This is an optimization exercise on Yosys and OpenROAD, whose aim is small area, a short achievable clock period and few clock cycles, not a production implementation. In this exercise RTL edits were held to simulation tests only and were not proved equivalent to the original. No activity file was given, so power comes from the tool's default toggle rates.

File: flow/config.mk
export PLATFORM = sky130hd
export DESIGN_NAME = ntt_intt_top_reg
export DESIGN_NICKNAME = ntt_intt_top_reg
export VERILOG_FILES = /design/flow/design.v
export SDC_FILE = /design/flow/constraint.sdc
export NUM_CORES = 4
export LEC_CHECK = 0
export ABC_AREA = 1
export CAP_MARGIN = 20
export CORE_MARGIN = 2
export CORE_UTILIZATION = 40
export PLACE_DENSITY = 0.6
export SLEW_MARGIN = 20
export SYNTH_MEMORY_MAX_BITS = 4096
File: flow/constraint.sdc
create_clock -name core_clock -period 18.0 [get_ports {clk}]
set_input_delay 3.6000 -clock core_clock [delete_from_list [all_inputs] [get_ports {clk}]]
set_output_delay 3.6000 -clock core_clock [all_outputs]
set_load 0.01 [all_outputs]
File: flow/design.v
module ntt_intt_top_reg (
    input  wire        clk,
    input  wire        rst,
    input  wire        start,
    input  wire        mode,       
    output wire        done,
    output wire [7:0]  bram_addr_a,
    output wire        bram_we_a,
    output wire [15:0] bram_din_a,
    input  wire [15:0] bram_dout_a,
    output wire [7:0]  bram_addr_b,
    output wire        bram_we_b,
    output wire [15:0] bram_din_b,
    input  wire [15:0] bram_dout_b
);
    localparam [12:0] Q = 13'd3329;
    function [24:0] zrom(input [6:0] k);
    begin
      case (k)
      7'd0: zrom = {1'b1, 6'b100110, 6'b000000, 6'b000000, 6'b000000};   
      7'd1: zrom = {1'b1, 6'b100000, 6'b000010, 6'b010100, 6'b000001};   
      7'd2: zrom = {1'b1, 6'b010000, 6'b001010, 6'b000001, 6'b000100};   
      7'd3: zrom = {1'b1, 6'b100001, 6'b010000, 6'b000110, 6'b000000};   
      7'd4: zrom = {1'b0, 6'b100111, 6'b010000, 6'b001000, 6'b000000};   
      7'd5: zrom = {1'b0, 6'b100100, 6'b010000, 6'b000000, 6'b001001};   
      7'd6: zrom = {1'b0, 6'b010000, 6'b000100, 6'b000001, 6'b000000};   
      7'd7: zrom = {1'b0, 6'b010100, 6'b000000, 6'b001010, 6'b000001};   
      7'd8: zrom = {1'b1, 6'b010000, 6'b000000, 6'b001111, 6'b000000};   
      7'd9: zrom = {1'b0, 6'b100000, 6'b001000, 6'b000100, 6'b010001};   
      7'd10: zrom = {1'b0, 6'b001001, 6'b100000, 6'b000100, 6'b010010};   
      7'd11: zrom = {1'b0, 6'b010000, 6'b000010, 6'b001100, 6'b000001};   
      7'd12: zrom = {1'b0, 6'b100010, 6'b000000, 6'b001000, 6'b000001};   
      7'd13: zrom = {1'b1, 6'b110010, 6'b000000, 6'b001100, 6'b000001};   
      7'd14: zrom = {1'b1, 6'b100010, 6'b010000, 6'b001000, 6'b000001};   
      7'd15: zrom = {1'b0, 6'b100000, 6'b010000, 6'b001010, 6'b000000};   
      7'd16: zrom = {1'b0, 6'b101001, 6'b000000, 6'b000010, 6'b010000};   
      7'd17: zrom = {1'b1, 6'b111001, 6'b000000, 6'b000110, 6'b000000};   
      7'd18: zrom = {1'b0, 6'b010100, 6'b000000, 6'b000000, 6'b000010};   
      7'd19: zrom = {1'b0, 6'b010000, 6'b001000, 6'b000001, 6'b000000};   
      7'd20: zrom = {1'b1, 6'b101001, 6'b000000, 6'b010010, 6'b000000};   
      7'd21: zrom = {1'b0, 6'b100010, 6'b010000, 6'b001100, 6'b000001};   
      7'd22: zrom = {1'b1, 6'b001010, 6'b100000, 6'b000000, 6'b010001};   
      7'd23: zrom = {1'b1, 6'b010010, 6'b000000, 6'b000000, 6'b001001};   
      7'd24: zrom = {1'b1, 6'b100001, 6'b000000, 6'b011100, 6'b000010};   
      7'd25: zrom = {1'b0, 6'b100001, 6'b000000, 6'b000000, 6'b000010};   
      7'd26: zrom = {1'b0, 6'b100000, 6'b000100, 6'b011010, 6'b000000};   
      7'd27: zrom = {1'b0, 6'b100000, 6'b001000, 6'b000000, 6'b010100};   
      7'd28: zrom = {1'b1, 6'b000000, 6'b100010, 6'b000000, 6'b010001};   
      7'd29: zrom = {1'b0, 6'b000000, 6'b010100, 6'b000011, 6'b001000};   
      7'd30: zrom = {1'b1, 6'b010101, 6'b000000, 6'b001010, 6'b000000};   
      7'd31: zrom = {1'b1, 6'b001010, 6'b100000, 6'b000001, 6'b010100};   
      7'd32: zrom = {1'b0, 6'b110000, 6'b000010, 6'b001001, 6'b000000};   
      7'd33: zrom = {1'b0, 6'b100100, 6'b000000, 6'b010010, 6'b001000};   
      7'd34: zrom = {1'b1, 6'b101000, 6'b000000, 6'b000100, 6'b010010};   
      7'd35: zrom = {1'b0, 6'b100000, 6'b000010, 6'b000101, 6'b000000};   
      7'd36: zrom = {1'b1, 6'b110101, 6'b000000, 6'b000010, 6'b000000};   
      7'd37: zrom = {1'b0, 6'b100110, 6'b010000, 6'b001001, 6'b000000};   
      7'd38: zrom = {1'b1, 6'b010000, 6'b000100, 6'b000010, 6'b000001};   
      7'd39: zrom = {1'b1, 6'b000100, 6'b100000, 6'b000000, 6'b010010};   
      7'd40: zrom = {1'b0, 6'b100010, 6'b000000, 6'b000000, 6'b010000};   
      7'd41: zrom = {1'b1, 6'b000100, 6'b000000, 6'b000000, 6'b000010};   
      7'd42: zrom = {1'b1, 6'b011000, 6'b000000, 6'b000000, 6'b000000};   
      7'd43: zrom = {1'b1, 6'b100000, 6'b000100, 6'b010010, 6'b001001};   
      7'd44: zrom = {1'b1, 6'b001110, 6'b100000, 6'b000000, 6'b010001};   
      7'd45: zrom = {1'b1, 6'b110100, 6'b000000, 6'b000010, 6'b001001};   
      7'd46: zrom = {1'b0, 6'b000000, 6'b001000, 6'b000000, 6'b000001};   
      7'd47: zrom = {1'b0, 6'b100001, 6'b010000, 6'b001010, 6'b000000};   
      7'd48: zrom = {1'b1, 6'b101111, 6'b000000, 6'b010000, 6'b000000};   
      7'd49: zrom = {1'b1, 6'b001000, 6'b000100, 6'b000010, 6'b000001};   
      7'd50: zrom = {1'b1, 6'b010100, 6'b000000, 6'b000001, 6'b000000};   
      7'd51: zrom = {1'b0, 6'b101000, 6'b000000, 6'b010000, 6'b000001};   
      7'd52: zrom = {1'b0, 6'b000000, 6'b001000, 6'b000111, 6'b000000};   
      7'd53: zrom = {1'b1, 6'b100101, 6'b010000, 6'b000010, 6'b001000};   
      7'd54: zrom = {1'b1, 6'b010000, 6'b000010, 6'b000101, 6'b000000};   
      7'd55: zrom = {1'b1, 6'b100000, 6'b000010, 6'b001101, 6'b000000};   
      7'd56: zrom = {1'b1, 6'b000100, 6'b010000, 6'b000000, 6'b001001};   
      7'd57: zrom = {1'b0, 6'b100001, 6'b000000, 6'b001000, 6'b000000};   
      7'd58: zrom = {1'b1, 6'b100010, 6'b010000, 6'b000000, 6'b000100};   
      7'd59: zrom = {1'b1, 6'b100111, 6'b000000, 6'b011000, 6'b000000};   
      7'd60: zrom = {1'b0, 6'b000000, 6'b010000, 6'b001000, 6'b000000};   
      7'd61: zrom = {1'b1, 6'b101001, 6'b000000, 6'b000100, 6'b000010};   
      7'd62: zrom = {1'b0, 6'b100011, 6'b000000, 6'b011000, 6'b000100};   
      7'd63: zrom = {1'b1, 6'b110000, 6'b000000, 6'b000011, 6'b000000};   
      7'd64: zrom = {1'b1, 6'b101100, 6'b000000, 6'b000001, 6'b000000};   
      7'd65: zrom = {1'b0, 6'b000000, 6'b010000, 6'b001100, 6'b000001};   
      7'd66: zrom = {1'b0, 6'b101000, 6'b000000, 6'b000111, 6'b010000};   
      7'd67: zrom = {1'b0, 6'b101100, 6'b000000, 6'b010011, 6'b000000};   
      7'd68: zrom = {1'b1, 6'b110010, 6'b000000, 6'b000001, 6'b000100};   
      7'd69: zrom = {1'b0, 6'b100000, 6'b001010, 6'b010001, 6'b000100};   
      7'd70: zrom = {1'b0, 6'b000100, 6'b100000, 6'b000000, 6'b010001};   
      7'd71: zrom = {1'b0, 6'b000001, 6'b001000, 6'b000100, 6'b000010};   
      7'd72: zrom = {1'b0, 6'b000000, 6'b010010, 6'b001000, 6'b000101};   
      7'd73: zrom = {1'b0, 6'b101100, 6'b000000, 6'b000011, 6'b010000};   
      7'd74: zrom = {1'b0, 6'b010001, 6'b000000, 6'b001100, 6'b000000};   
      7'd75: zrom = {1'b1, 6'b010000, 6'b000000, 6'b000111, 6'b000000};   
      7'd76: zrom = {1'b1, 6'b011010, 6'b000000, 6'b000001, 6'b000100};   
      7'd77: zrom = {1'b1, 6'b000100, 6'b010000, 6'b001010, 6'b000000};   
      7'd78: zrom = {1'b0, 6'b001000, 6'b100010, 6'b000000, 6'b010101};   
      7'd79: zrom = {1'b0, 6'b000011, 6'b101000, 6'b000100, 6'b010000};   
      7'd80: zrom = {1'b1, 6'b010000, 6'b000010, 6'b000100, 6'b000001};   
      7'd81: zrom = {1'b0, 6'b100100, 6'b000000, 6'b010010, 6'b000001};   
      7'd82: zrom = {1'b0, 6'b110000, 6'b000010, 6'b000001, 6'b001000};   
      7'd83: zrom = {1'b1, 6'b010110, 6'b000000, 6'b000001, 6'b001000};   
      7'd84: zrom = {1'b1, 6'b100101, 6'b000000, 6'b010000, 6'b000010};   
      7'd85: zrom = {1'b0, 6'b100100, 6'b010000, 6'b001011, 6'b000000};   
      7'd86: zrom = {1'b1, 6'b101000, 6'b000100, 6'b000010, 6'b010001};   
      7'd87: zrom = {1'b0, 6'b101000, 6'b000100, 6'b000001, 6'b000000};   
      7'd88: zrom = {1'b1, 6'b001000, 6'b100010, 6'b000100, 6'b010001};   
      7'd89: zrom = {1'b0, 6'b100010, 6'b000000, 6'b010000, 6'b001000};   
      7'd90: zrom = {1'b1, 6'b100000, 6'b001000, 6'b010100, 6'b000010};   
      7'd91: zrom = {1'b0, 6'b011001, 6'b000100, 6'b000010, 6'b000000};   
      7'd92: zrom = {1'b0, 6'b000010, 6'b010000, 6'b001000, 6'b000101};   
      7'd93: zrom = {1'b0, 6'b011101, 6'b000000, 6'b000000, 6'b000010};   
      7'd94: zrom = {1'b1, 6'b010000, 6'b000100, 6'b000010, 6'b001000};   
      7'd95: zrom = {1'b1, 6'b001100, 6'b000000, 6'b000011, 6'b000000};   
      7'd96: zrom = {1'b0, 6'b101001, 6'b000000, 6'b010100, 6'b000000};   
      7'd97: zrom = {1'b0, 6'b101101, 6'b000000, 6'b000000, 6'b000010};   
      7'd98: zrom = {1'b0, 6'b101000, 6'b000100, 6'b000011, 6'b010000};   
      7'd99: zrom = {1'b0, 6'b100010, 6'b001000, 6'b000000, 6'b010101};   
      7'd100: zrom = {1'b0, 6'b111000, 6'b000000, 6'b000110, 6'b000001};   
      7'd101: zrom = {1'b1, 6'b110011, 6'b000000, 6'b000000, 6'b000000};   
      7'd102: zrom = {1'b1, 6'b100001, 6'b010000, 6'b001000, 6'b000010};   
      7'd103: zrom = {1'b0, 6'b000000, 6'b010000, 6'b000000, 6'b001000};   
      7'd104: zrom = {1'b1, 6'b110000, 6'b000000, 6'b001001, 6'b000000};   
      7'd105: zrom = {1'b1, 6'b010100, 6'b000000, 6'b000000, 6'b001010};   
      7'd106: zrom = {1'b0, 6'b110010, 6'b000000, 6'b001000, 6'b000001};   
      7'd107: zrom = {1'b1, 6'b111000, 6'b000010, 6'b000101, 6'b000000};   
      7'd108: zrom = {1'b1, 6'b100000, 6'b001000, 6'b010110, 6'b000001};   
      7'd109: zrom = {1'b0, 6'b010000, 6'b000100, 6'b001010, 6'b000000};   
      7'd110: zrom = {1'b1, 6'b110010, 6'b000000, 6'b001001, 6'b000100};   
      7'd111: zrom = {1'b1, 6'b000000, 6'b101000, 6'b000011, 6'b010000};   
      7'd112: zrom = {1'b1, 6'b110001, 6'b000000, 6'b001000, 6'b000100};   
      7'd113: zrom = {1'b1, 6'b100000, 6'b010000, 6'b000010, 6'b000001};   
      7'd114: zrom = {1'b1, 6'b110000, 6'b000000, 6'b000000, 6'b000001};   
      7'd115: zrom = {1'b0, 6'b100000, 6'b000100, 6'b010010, 6'b000001};   
      7'd116: zrom = {1'b1, 6'b100000, 6'b010010, 6'b000000, 6'b000101};   
      7'd117: zrom = {1'b1, 6'b101100, 6'b000010, 6'b010000, 6'b000001};   
      7'd118: zrom = {1'b1, 6'b100000, 6'b001010, 6'b010000, 6'b000101};   
      7'd119: zrom = {1'b0, 6'b000000, 6'b010100, 6'b001000, 6'b000001};   
      7'd120: zrom = {1'b1, 6'b000000, 6'b001000, 6'b000110, 6'b000000};   
      7'd121: zrom = {1'b1, 6'b011010, 6'b000000, 6'b000100, 6'b000000};   
      7'd122: zrom = {1'b0, 6'b100010, 6'b000000, 6'b000000, 6'b000100};   
      7'd123: zrom = {1'b0, 6'b100000, 6'b000100, 6'b001001, 6'b000000};   
      7'd124: zrom = {1'b0, 6'b100000, 6'b000000, 6'b001000, 6'b000001};   
      7'd125: zrom = {1'b1, 6'b100010, 6'b010000, 6'b001100, 6'b000000};   
      7'd126: zrom = {1'b0, 6'b100010, 6'b010000, 6'b000100, 6'b000001};   
      7'd127: zrom = {1'b0, 6'b001000, 6'b100100, 6'b000010, 6'b010000};   
      default: zrom = 25'd0;
      endcase
    end
    endfunction
    function [7:0] place(input [2:0] pp, input [7:0] cc);
      reg [6:0] t, n;
    begin
      if (cc[7]) t = {4'd0, cc[2:0] ^ {2'b00, (pp == 3'd0 || pp == 3'd1)}};
      else       t = cc[6:0];
      n = (pp == 3'd2 || pp == 3'd4 || pp == 3'd6) ? ~t : t;
      case (pp)
        3'd0: place = {1'b0, n[2:0], n[6:3]};
        3'd1: place = {n[2], 1'b0, n[1:0], n[6:3]};
        3'd2: place = {n[2], n[1], 1'b0, n[6:3], n[0]};
        3'd3: place = {n[2], n[1], n[6], 1'b0, n[0], n[5:3]};
        3'd4: place = {n[2], n[1], n[6], n[0], 1'b0, n[5:3]};
        3'd5: place = {n[2], n[1], n[6:4], 1'b0, n[0], n[3]};
        default: place = {n[2], n[1], n[6:4], n[0], 1'b0, n[3]};
      endcase
    end
    endfunction
    function [22:0] phys(input [2:0] pp, input [7:0] x, input md);
      reg [7:0] ph, lm, pu, pd, X;
      reg [3:0] v;
      reg [4:0] v5;
      reg [6:0] kn, ki;
    begin
      case (pp)
        3'd0: lm = 8'h80;
        3'd1: lm = 8'h40;
        3'd2: lm = 8'h20;
        3'd3: lm = 8'h10;
        3'd4: lm = 8'h08;
        3'd5: lm = 8'h04;
        default: lm = 8'h02;
      endcase
      case (pp)
        3'd1: begin v5 = x[4:0] + 5'd1; ph = {x[7:5], v5}; end
        3'd2: begin v = x[4:1] + 4'd1; ph = {x[7:5], v, x[0]}; end
        3'd4: begin v = {x[5], x[2:0]} + 4'd1; ph = {x[7:6], v[3], x[4:3], v[2:0]}; end
        3'd6: begin v = {x[5:3], x[0]} + 4'd1; ph = {x[7:6], v[3:1], x[2:1], v[0]}; end
        default: ph = x;
      endcase
      pu = ph;
      pd = ph | lm;
      X = {x[1], x[2], x[3], x[4], x[5], x[6], x[7], x[0]};
      case (pp)
        3'd0: begin kn = 7'd1;             ki = {1'b1, ~X[7:2]}; end
        3'd1: begin kn = {6'd1, x[7]};     ki = {2'b01, ~X[7:3]}; end
        3'd2: begin kn = {5'd1, x[7:6]};   ki = {3'b001, ~X[7:4]}; end
        3'd3: begin kn = {4'd1, x[7:5]};   ki = {4'b0001, ~X[7:5]}; end
        3'd4: begin kn = {3'd1, x[7:4]};   ki = {5'b00001, ~X[7:6]}; end
        3'd5: begin kn = {2'd1, x[7:3]};   ki = {6'b000001, ~X[7]}; end
        default: begin kn = {1'b1, x[7:2]}; ki = 7'd1; end
      endcase
      if (md)
        phys = {pu[1], pu[2], pu[3], pu[4], pu[5], pu[6], pu[7], pu[0],
                pd[1], pd[2], pd[3], pd[4], pd[5], pd[6], pd[7], pd[0], ki};
      else
        phys = {pu, pd, kn};
    end
    endfunction
    reg        busy;
    reg        run;       
    reg [2:0]  pc;
    reg [7:0]  cc;
    reg        va;        
    reg [2:0]  pa;
    reg [7:0]  xa;
    reg        wa, la;    
    reg        mode_r;
    reg        we_r;
    reg        done_r;
    reg [7:0]  addr_a_r, addr_b_r;
    reg [6:0]  k0, k1, k2;
    wire       last_c = (cc == 8'd135);
    wire       last_s = last_c && (pc == 3'd6);
    wire       go     = run | (start & ~busy);
    wire [22:0] ag    = phys(pa, xa, mode_r);
    always @(posedge clk or posedge rst) begin
      if (rst) begin
        busy   <= 1'b0;
        run    <= 1'b0;
        pc     <= 3'd0;
        cc     <= 8'd1;
        va     <= 1'b0;
        wa     <= 1'b0;
        la     <= 1'b0;
        mode_r <= 1'b0;
        we_r   <= 1'b0;
        done_r <= 1'b0;
      end else begin
        if (!busy) begin
          if (start) begin
            busy   <= 1'b1;
            run    <= 1'b1;
            mode_r <= mode;
          end
        end else if (done_r) begin
          busy <= 1'b0;
        end
        va     <= go;
        wa     <= go && (cc >= 8'd8);
        la     <= go && last_s;
        we_r   <= va && wa;
        done_r <= va && la;
        if (go) begin
          if (last_s) begin
            run <= 1'b0;
            pc  <= 3'd0;
            cc  <= 8'd1;
          end else if (last_c) begin
            pc <= pc + 3'd1;
            cc <= 8'd0;
          end else begin
            cc <= cc + 8'd1;
          end
        end
      end
    end
    always @(posedge clk) begin
      xa <= place(pc, cc);
      pa <= pc;
      if (!busy) begin
        addr_a_r <= 8'd0;
        addr_b_r <= mode ? 8'd2 : 8'd128;
        k0       <= mode ? 7'd127 : 7'd1;
      end else begin
        {addr_a_r, addr_b_r, k0} <= ag;
      end
      k1 <= k0;
      k2 <= k1;
    end
    reg  [11:0] a0, b0;           
    reg  [11:0] m1;               
    reg  [12:0] a1;
    reg  [5:0]  zb_p1, zb_p2, zb_n1, zb_n2;    
    reg         f3;
    reg  [8:0]  p4l;              
    reg  [15:0] p4s, p4c;
    reg  [11:0] a2;
    reg         f4;
    reg  [15:0] r1;               
    reg  [11:0] a3;
    reg         f5;
    reg  [12:0] r2;               
    reg  [11:0] a4;
    reg         f6;
    reg  [11:0] t5, a5;           
    reg         f7;
    reg  [11:0] o_up, o_dn;       
    integer bi;
    wire [12:0] s2_s  = {1'b0, a0} + {1'b0, b0};
    wire [12:0] s2_d  = {1'b0, b0} - {1'b0, a0};
    wire [12:0] s2_dm = s2_d[12] ? s2_d + Q : s2_d;
    reg  [23:0] rw [0:5];
    reg  [12:0] mg;
    reg  [5:0]  ng;
    always @* begin
      for (bi = 0; bi < 6; bi = bi + 1) begin
        ng[bi] = zb_n1[bi] | zb_n2[bi];
        mg = ({13{zb_p1[bi]}} & {1'b0, m1}) | ({13{zb_p2[bi]}} & {m1, 1'b0}) |
             ({13{zb_n1[bi]}} & ~{1'b0, m1}) | ({13{zb_n2[bi]}} & ~{m1, 1'b0});
        if (bi == 0)
          rw[bi] = {8'd0, ~ng[0], ng[0], ng[0], mg};
        else if (bi == 5)
          rw[bi] = ({9'd0, 2'b11, mg} << 10) | ({23'd0, ng[4]} << 8);
        else
          rw[bi] = ({9'd0, 1'b1, ~ng[bi], mg} << (2*bi)) |
                   ({23'd0, ng[bi-1]} << (2*(bi-1)));
      end
    end
    wire [23:0] c1s = rw[0] ^ rw[1] ^ rw[2];
    wire [23:0] c1c = {(rw[0][22:0] & rw[1][22:0]) | (rw[0][22:0] & rw[2][22:0]) | (rw[1][22:0] & rw[2][22:0]), 1'b0};
    wire [23:0] c2s = rw[3] ^ rw[4] ^ rw[5];
    wire [23:0] c2c = {(rw[3][22:0] & rw[4][22:0]) | (rw[3][22:0] & rw[5][22:0]) | (rw[4][22:0] & rw[5][22:0]), 1'b0};
    wire [23:0] c3s = c1s ^ c1c ^ c2s;
    wire [23:0] c3c = {(c1s[22:0] & c1c[22:0]) | (c1s[22:0] & c2s[22:0]) | (c1c[22:0] & c2s[22:0]), 1'b0};
    wire [23:0] c4s = c3s ^ c3c ^ c2c;
    wire [23:0] c4c = {(c3s[22:0] & c3c[22:0]) | (c3s[22:0] & c2c[22:0]) | (c3c[22:0] & c2c[22:0]), 1'b0};
    wire [8:0]  s3_pl = {1'b0, c4s[7:0]} + {1'b0, c4c[7:0]};
    wire [12:0] s3_sm = (a1 >= Q) ? a1 - Q : a1;
    wire [15:0] s4_r   = {5'd0, p4l[7:0], 3'b000} + {6'd0, p4l[7:0], 2'b00} + {8'd0, p4l[7:0]}
                       - p4s - p4c - {15'd0, p4l[8]};    
    wire [12:0] s4_h   = a2[0] ? {1'b0, a2} + Q : {1'b0, a2};
    wire [11:0] s5_l13 = {r1[7:0], 3'b000} + {1'b0, r1[7:0], 2'b00} + {4'b0000, r1[7:0]};
    wire [12:0] s5_r   = {1'b0, s5_l13} - {{5{r1[15]}}, r1[15:8]};
    wire [12:0] s6_t = r2[12] ? r2 + Q : (r2 >= Q) ? r2 - Q : r2;
    wire [12:0] s7_sum  = {1'b0, a5} + {1'b0, t5};
    wire [12:0] s7_sumr = (s7_sum >= Q) ? s7_sum - Q : s7_sum;
    wire [12:0] s7_dif  = {1'b0, a5} - {1'b0, t5};
    wire [12:0] s7_difr = s7_dif[12] ? s7_dif + Q : s7_dif;
    wire [12:0] s7_h    = t5[0] ? {1'b0, t5} + Q : {1'b0, t5};
    wire [11:0] s7_hn   = (s7_h[12:1] == 12'd0) ? 12'd0 : Q[11:0] - s7_h[12:1];
    always @(posedge clk) begin
      a0 <= bram_dout_a[11:0];
      b0 <= bram_dout_b[11:0];
      {f3, zb_p1, zb_p2, zb_n1, zb_n2} <= zrom(k2);
      m1 <= mode_r ? s2_dm[11:0] : b0;
      a1 <= mode_r ? s2_s : {1'b0, a0};
      p4l <= s3_pl;
      p4s <= c4s[23:8];
      p4c <= c4c[23:8];
      a2 <= mode_r ? s3_sm[11:0] : a1[11:0];
      f4 <= f3;
      r1 <= s4_r;
      a3 <= mode_r ? s4_h[12:1] : a2;
      f5 <= f4;
      r2 <= s5_r;
      a4 <= a3;
      f6 <= f5;
      t5 <= s6_t[11:0];
      a5 <= a4;
      f7 <= f6;
      o_up <= mode_r ? a5 : (f7 ? s7_difr[11:0] : s7_sumr[11:0]);
      o_dn <= mode_r ? (f7 ? s7_hn : s7_h[12:1]) : (f7 ? s7_sumr[11:0] : s7_difr[11:0]);
    end
    assign bram_addr_a = addr_a_r;
    assign bram_addr_b = addr_b_r;
    assign bram_we_a   = we_r;
    assign bram_we_b   = we_r;
    assign bram_din_a  = {4'd0, o_up};
    assign bram_din_b  = {4'd0, o_dn};
    assign done        = done_r;
endmodule
File: flow/run.sh
#!/bin/bash
# synth_recipe.tcl (not shown) runs the flow's synth.tcl, then flattens the netlist and writes it again
# the make line also repeats each setting of config.mk as NAME=value (left out here)
make -C /OpenROAD-flow-scripts/flow DESIGN_CONFIG=/design/flow/config.mk WORK_HOME=/design/flow/orfs CLKGATE_MAP_FILE= SYNTH_SCRIPT=/design/flow/synth_recipe.tcl finish
==> results_dict.tcl, run 1 <==
set metrics [dict create \
    vias 19700 \
    cts.sinks 295 \
    fp.dieH_um 234 \
    slew_headroom_pct 31.9 \
    initial_core_util_pct 40.4 \
    slew_viol_final 0 \
    cts_setup_buffers 0 \
    slowest_delay_ps 540 \
    antenna_found_initial 1 \
    crit_path_end_kind "output port" \
    drc 0 \
    path_buf_inv 1 \
    cap_violations 0 \
    required_ps 14400 \
    grt_max_degree 93 \
    ctsRootBufferMaster "clkbuf_16" \
    grt_pass1_wl_mm 103 \
    synth_cells 2893 \
    ctsHoldBuffers 0 \
    dp.final_hpwl_mm 50.8 \
    clock_skew_ps 20.3 \
    grt_pass1_vias 18900 \
    clk_pin_slew_ps 60 \
    cts_resized 0 \
    drive_gt1_share_pct 3.87 \
    gp_congestion 0.942 \
    cp_slowest_cell "clkdlybuf4s50_1" \
    peakVddDrop_mv 0.138 \
    ys_seq_area_share_pct 28.3 \
    ys_seq_elements 295 \
    rows 84 \
    critical_path_class "reg -> out" \
    post-route-period-util_pct 28.0 \
    yosys_warnings 2 \
    post-route-min-period_ps 5040 \
    startpoint_type "flop" \
    crit_family "buffers and inverters" \
    syn_to_final_growth_pct 10.4 \
    netlist_area_mm2 0.0212 \
    crit_chain "clkdlybuf4s50_1" \
    yosysTopAreaCellShare_pct 26.0 \
    coreArea_mm2 0.0526 \
    setup_viol 0 \
    die_x_um 234 \
    routed_wl_mm 65.4 \
    dieArea_mm2 0.0549 \
    final_core_util_pct 44.6 \
    grtUsageTotal_pct 23.8 \
    synth_top_area_cell "dfxtp_1" \
    async_flop_share_pct 6.44 \
    p_per_area_mw_per_mm2 171 \
    rsz0062_at_grt "false" \
    port_buffers 70 \
    numCtsBuffers 35 \
    diodes 0 \
    crit_path_max_fanout 2 \
    tns_ps 0 \
    clockBufferDepth 3 \
    drt_iter0_drc 1775 \
    fmax_ghz 0.199 \
    first_pass_iters 6 \
    io_pins 87 \
    nNetsFinal 3187 \
    cts_tree "done" \
    max_slew.worst_pin.slew_ps 1020 \
    synth.cells.most_frequent "nand2_1, inv_1, dfxtp_1, nand3_1, nor2_1" \
    cp.arrival_ps 1440 \
    power.leakage_nw 11.2 \
    syn_area_per_cell_um2 7.34 \
    clk_latency_ps 550 \
    ant_nets 0 \
    outcome "finished clean" \
    p_total_mw 4.01 \
    n_fill_cell 5366 \
    synth.distinct_cells 64 \
    htreeDepth 2 \
    drt-vias-per-instance 5.45 \
    routedWlPerCell_um 18.1 \
    hold_violations 0 \
    synth_most_common_cell "nand2_1" \
    overflow 0 \
    synth_edf_count 0 \
    synth_ff_type "dfxtp_1" \
    synthTopCellsByArea "dfxtp_1, ha_1, nand2_1" \
    worstHoldPathType "reg -> reg" \
]
==> cells in the final DEF (no fill, tap or decap), types with 4 or more instances in the layout <==
| cell | synthesis | routed |
|---|---|---|
| a41oi_1 | 5 | 5 |
| nor4_1 | 6 | 6 |
| a31oi_1 | 24 | 24 |
| o31ai_1 | 8 | 8 |
| xnor2_1 | 20 | 20 |
| clkbuf_16 | 0 | 35 |
| inv_1 | 457 | 456 |
| conb_1 | 1 | 8 |
| inv_2 | 12 | 13 |
| o21ai_0 | 187 | 187 |
| o22ai_1 | 86 | 86 |
| clkbuf_1 | 85 | 11 |
| a21oi_1 | 144 | 144 |
| o211ai_1 | 15 | 15 |
| o2111ai_1 | 5 | 5 |
| nor2_1 | 189 | 189 |
| ha_1 | 159 | 159 |
| a221oi_1 | 37 | 37 |
| a2111oi_0 | 4 | 4 |
| o221ai_1 | 16 | 16 |
| nand3_1 | 194 | 194 |
| nand2_1 | 517 | 517 |
| nor3_1 | 40 | 40 |
| clkdlybuf4s50_1 | 0 | 70 |
| dfxtp_1 | 276 | 275 |
| a211oi_1 | 14 | 14 |
| nand2_2 | 20 | 20 |
| nand4_1 | 50 | 50 |
| buf_4 | 15 | 14 |
| xor2_1 | 92 | 92 |
| a32oi_1 | 5 | 5 |
| dfrtp_1 | 18 | 17 |
| clkinvlp_4 | 0 | 4 |
| clkinv_1 | 17 | 17 |
| o21bai_1 | 9 | 9 |
| fa_1 | 94 | 94 |
==> layer usage <==
metal | part of all wire (%) | track usage, %
met5 | 0 | 0
met4 | 4.2 | 9.98
met3 | 6.4 | 3.02
met2 | 46 | 39.7
met1 | 44 | 30.9
==> metrics by stage <==
stage / setup slack (ps) / hold slack [ps] / area, µm² / std cells
final: 12960 / 323 / 23400 / 3608
after global routing: 12900 / 325 / 23400 / 3608
after CTS: 12910 / 324 / 23400 / 3608
after detailed placement: 12770 / 312 / 22400 / 3549
after global placement: 12780 / 311 / 22400 / 3549
after floorplan: 13460 / 310 / 21300 / 2900
==> registers in the layout, summed over array words and instances (netlist names), 9 cells and up <==
| signal | flops |
|---|---|
| p4l | 9 |
| o_dn | 12 |
| a3 | 12 |
| p4c | 16 |
| a1 | 13 |
| m1 | 12 |
| a4 | 12 |
| t5 | 12 |
| r2 | 13 |
| a0 | 12 |
| r1 | 16 |
| a5 | 12 |
| o_up | 12 |
| a2 | 12 |
| b0 | 12 |
| p4s | 16 |
==> logic make-up (layout without fill, tap and decap cells) <==
group	after synthesis	count (layout)	share of synthesized area, %
buffers and inverters	610	630	11.2
AO/OA/AOI/OAI	586	586	16.7
AND/OR/NAND/NOR	1035	1035	21.0
XOR/XNOR	112	112	4.62
adder cells (fa/ha/maj)	253	253	18.2
flip-flops	295	295	28.3
other	1	8	0.0177
multiplexers	1	1	0.0471
==> cell type report <==
| type | count | area (µm²) | area share [%] |
|---|---|---|---|
| Clock buffer | 49 | 958 | 4.09 |
| Clock inverter | 10 | 103 | 0.438 |
| Inverter | 487 | 1830 | 7.81 |
| Multi-Input combinational cell | 1995 | 12900 | 54.9 |
| Sequential cell | 295 | 6000 | 25.6 |
| Tap cell | 688 | 861 | 3.67 |
| Timing Repair Buffer | 84 | 806 | 3.44 |
==> worst paths after layout <==
check,endpoint,from,slack (ps),depth (start not counted)
min reg2reg,a4[9],a3[9],320,0
max reg2reg,r1[14],p4l[2],14310,18
min in group asynchronous,we_r,rst,3500,2
max in group asynchronous,mode_r,rst,13990,2
max,done,done_r,12960,1
min,a4[9],a3[9],320,0
==> power breakdown <==
group | total, mW | leakage (nW) | internal, mW | switching (mW)
combinational | 2.44 | 8.20 | 0.943 | 1.50
clock | 0.653 | 0.504 | 0.377 | 0.276
sequential | 0.914 | 2.52 | 0.816 | 0.0975
Testbench counts, summed over its fixed seeds: cycles 30,496.
==> inputs of run 2 (changes only) <==
==> flow/flow/run.sh (new file) <==
#!/bin/bash
# The standard layout (the standard.sh, all ORFS steps unchanged), except
# that buffer_ports puts a sky130_fd_sc_hd__buf_2 on every input and output
# port instead of the delay cell it picks by default.
set -euo pipefail
export BUFFER_PORTS_ARGS="-buffer_cell sky130_fd_sc_hd__buf_2"
bash standard.sh > standard_flow.log 2>&1
==> flow/standard.sh (new file) <==
#!/bin/bash
# synth_recipe.tcl (not shown) runs the flow's synth.tcl, then flattens the netlist and writes it again
# the make line also repeats each setting of config.mk as NAME=value (left out here)
make -C /OpenROAD-flow-scripts/flow DESIGN_CONFIG=/design/flow/config.mk WORK_HOME=/design/flow/orfs CLKGATE_MAP_FILE= SYNTH_SCRIPT=/design/flow/synth_recipe.tcl "${@:-finish}"
removed: flow/run.sh
==> results_dict.tcl, run 2 <==
set metrics [dict create \
    async_flop_share_pct 6.44 \
    synth_top_area_cell "dfxtp_1" \
    synthTopCellsByArea "dfxtp_1, ha_1, nand2_1" \
    coreArea_mm2 0.0526 \
    clk_pin_slew_ps 60 \
    cp_slowest_cell "dfrtp_1" \
    pwr-share-clk_pct 18.5 \
    vias 19700 \
    dp.final_hpwl_mm 49.6 \
    dp_slack_ps 12990 \
    synth_ff_type "dfxtp_1" \
    comb_power_share_pct 59.0 \
    routedWlPerCell_um 17.8 \
    post-route-period-util_pct 26.0 \
    crit_family "flip-flops" \
    syn_to_final_growth_pct 9.69 \
    final_core_util_pct 44.3 \
    cts.sinks 295 \
    p_sw_mw 1.88 \
    cts_tree "done" \
    path_buf_inv 1 \
    dieArea_mm2 0.0549 \
    synth.cells.most_frequent "nand2_1, inv_1, dfxtp_1, nand3_1, nor2_1" \
    cts_setup_buffers 0 \
    max_slew.worst_pin.slew_ps 939 \
    rows 84 \
    tns_ps 0 \
    synth.distinct_cells 64 \
    cap_violations 0 \
    synth_edf_count 0 \
    drive_gt1_share_pct 6.80 \
    overflow 0 \
    htreeDepth 2 \
    startpoint_type "flop" \
    cp.arrival_ps 1080 \
    synth_most_common_cell "nand2_1" \
    crit_path_end_kind "output port" \
    gp_congestion 0.969 \
    top_regs "p4c (16), p4s (16), r1 (16)" \
    syn_area_per_cell_um2 7.34 \
    grt_pass1_wl_mm 101 \
    power.leakage_nw 11.4 \
    p_total_mw 4.05 \
    hold_violations 0 \
    cts_resized 0 \
    ctsHoldBuffers 0 \
    crit_chain "buf_2" \
    setup_viol 0 \
    outcome "finished clean" \
    diodes 0 \
    n_fill_cell 5354 \
    initial_core_util_pct 40.4 \
    slew_headroom_pct 37.3 \
    netlist_area_mm2 0.0212 \
    p_per_area_mw_per_mm2 174 \
    peakVddDrop_mv 0.156 \
    first_pass_iters 7 \
    ys_seq_area_share_pct 28.3 \
    critical_path_class "reg -> out" \
    p_seq_share_pct 22.5 \
    crit_path_max_fanout 2 \
    slew_viol_final 0 \
    ctsRootBufferMaster "clkbuf_16" \
    antenna_found_initial 1 \
    nNetsFinal 3187 \
    die_x_um 234 \
    mostFrequentLayoutCells "nand2_1, inv_1, dfxtp_1" \
    clk_latency_ps 570 \
    swShare_pct 46.4 \
    yosysTopAreaCellShare_pct 26.0 \
    mostFrequentLayoutCell "nand2_1" \
    grt_max_degree 93 \
    io_pins 87 \
    grtUsageTotal_pct 23.3 \
    drt_iter0_drc 1657 \
    fp.dieH_um 234 \
    slowest_delay_ps 370 \
    fin_cells 3613 \
    clock_skew_ps 26.1 \
    worstHoldPathType "reg -> reg" \
    place_inst 3548 \
    routed_wl_mm 64.4 \
    p_int_mw 2.17 \
    clockBufferDepth 3 \
    worst_slack_ps 13320 \
    synth_cells 2893 \
    port_buffers 70 \
    required_ps 14400 \
    fmax_ghz 0.214 \
    ys_seq_elements 295 \
    drc 0 \
    ant_nets 0 \
    rsz0062_at_grt "false" \
    drt-vias-per-instance 5.45 \
    grt_pass1_vias 18800 \
    numCtsBuffers 36 \
    yosys_warnings 2 \
    post-route-min-period_ps 4680 \
]
run 2: power groups by stage:
stage | combinational (mW) | sequential, mW | clock (mW)
6_report | 2.39 | 0.912 | 0.747
5_1_grt | 2.77 | 0.925 | 0.797
4_1_cts | 2.40 | 0.914 | 0.771
3_5_place_dp | 2.38 | 0.927 | 0
3_3_place_gp | 2.35 | 0.923 | 0
2_1_floorplan | 1.87 | 0.903 | 0
run 2: path summary, 6_finish.rpt:
check                        from     end  slack (ps)  depth (start not counted)
min in group asynchronous     rst  done_r        3150                          2
max reg2reg                p4l[2]  r1[14]       14280                         18
min                         k0[0]   k1[0]         320                          0
max in group asynchronous     rst  mode_r       14340                          2
min reg2reg                 k0[0]   k1[0]         320                          0
max                        done_r    done       13320                          1
run 2: per-stage QoR:
stage / hold slack [ps] / instance area [µm²]
3_5_place_dp: 312 / 22000
3_3_place_gp: 310 / 22000
2_1_floorplan: 310 / 21300
6_report: 325 / 23300
5_1_grt: 327 / 23300
4_1_cts: 326 / 23300
run 2: cell families after synthesis:
group                      count (synthesis)  share of synthesized area (%)
buffers and inverters                    610                           11.2
xor gates and xnor gates                 112                           4.62
and+or+nand+nor                         1035                           21.0
DFF                                      295                           28.3
muxes                                      1                         0.0471
other                                      1                         0.0177
AOI/OAI and AO/OA                        586                           16.7
adders and majority gates                253                           18.2
run 2: cell type report:
type / instances / area [µm²] / share of cell area, %
Clock inverter: 23 / 289 / 1.24
Inverter: 487 / 1830 / 7.86
Sequential cell: 295 / 6000 / 25.8
Multi-Input combinational cell: 1995 / 12900 / 55.3
Timing Repair Buffer: 83 / 448 / 1.92
Tap cell: 688 / 861 / 3.70
Clock buffer: 42 / 973 / 4.18
run 2: routing by layer:
layer  vias up  global-route usage (%)  wire (µm)
met4         0                    11.3       3100
met5         -                       0          0
li1       9576                       -          -
met2       851                    38.1      29300
met1      9067                    30.1      27800
met3       196                    3.31       4190
run 2: worst register-to-register path, stage by stage, from the launching register on:
cell and delay (ps):
dfxtp_1 440, ha_1 290, fa_1 530, inv_1 50
fa_1 470, inv_1 40, ha_1 200, fa_1 470
nand3_1 90, nand2_1 110, nand4_1 90, nand2_1 90
a21oi_1 150, o21bai_1 100, nand2_1 70, inv_1 50
o21ai_0 150, nand2_1 80, xor2_1 140

==> port drivers added, routing unchanged <==
The flow's constraints put no driver on any port. The routed layouts listed below were extracted and timed again, unchanged, in two steps. Step 1, drivers: a clkbuf_16 drives clk and a buf_2 each remaining input, both assumed. Step 2 also shifts input and output timing later by t, the mid clock arrival at the registers, as if the neighbouring blocks saw the same clock. a / b / c = no drivers / after step 1 / after step 2; a / b = the first two.
| run | t, ns | setup WS [ns] | latest minus earliest clock arrival (ns) | worst register clock-pin slew, ns |
|---|---|---|---|---|
| run 1 | 0.601 | 12.962 / 12.903 / 12.760 | 0.021 / 0.021 | 0.07 / 0.07 |
| run 2 | 0.615 | 13.317 / 13.255 / 12.992 | 0.029 / 0.029 | 0.06 / 0.06 |
After both steps every run listed still meets setup and hold. For run 2, which loses most, drivers alone change the setup slack by -0.062 ns; drivers and shift together by -0.325 ns.
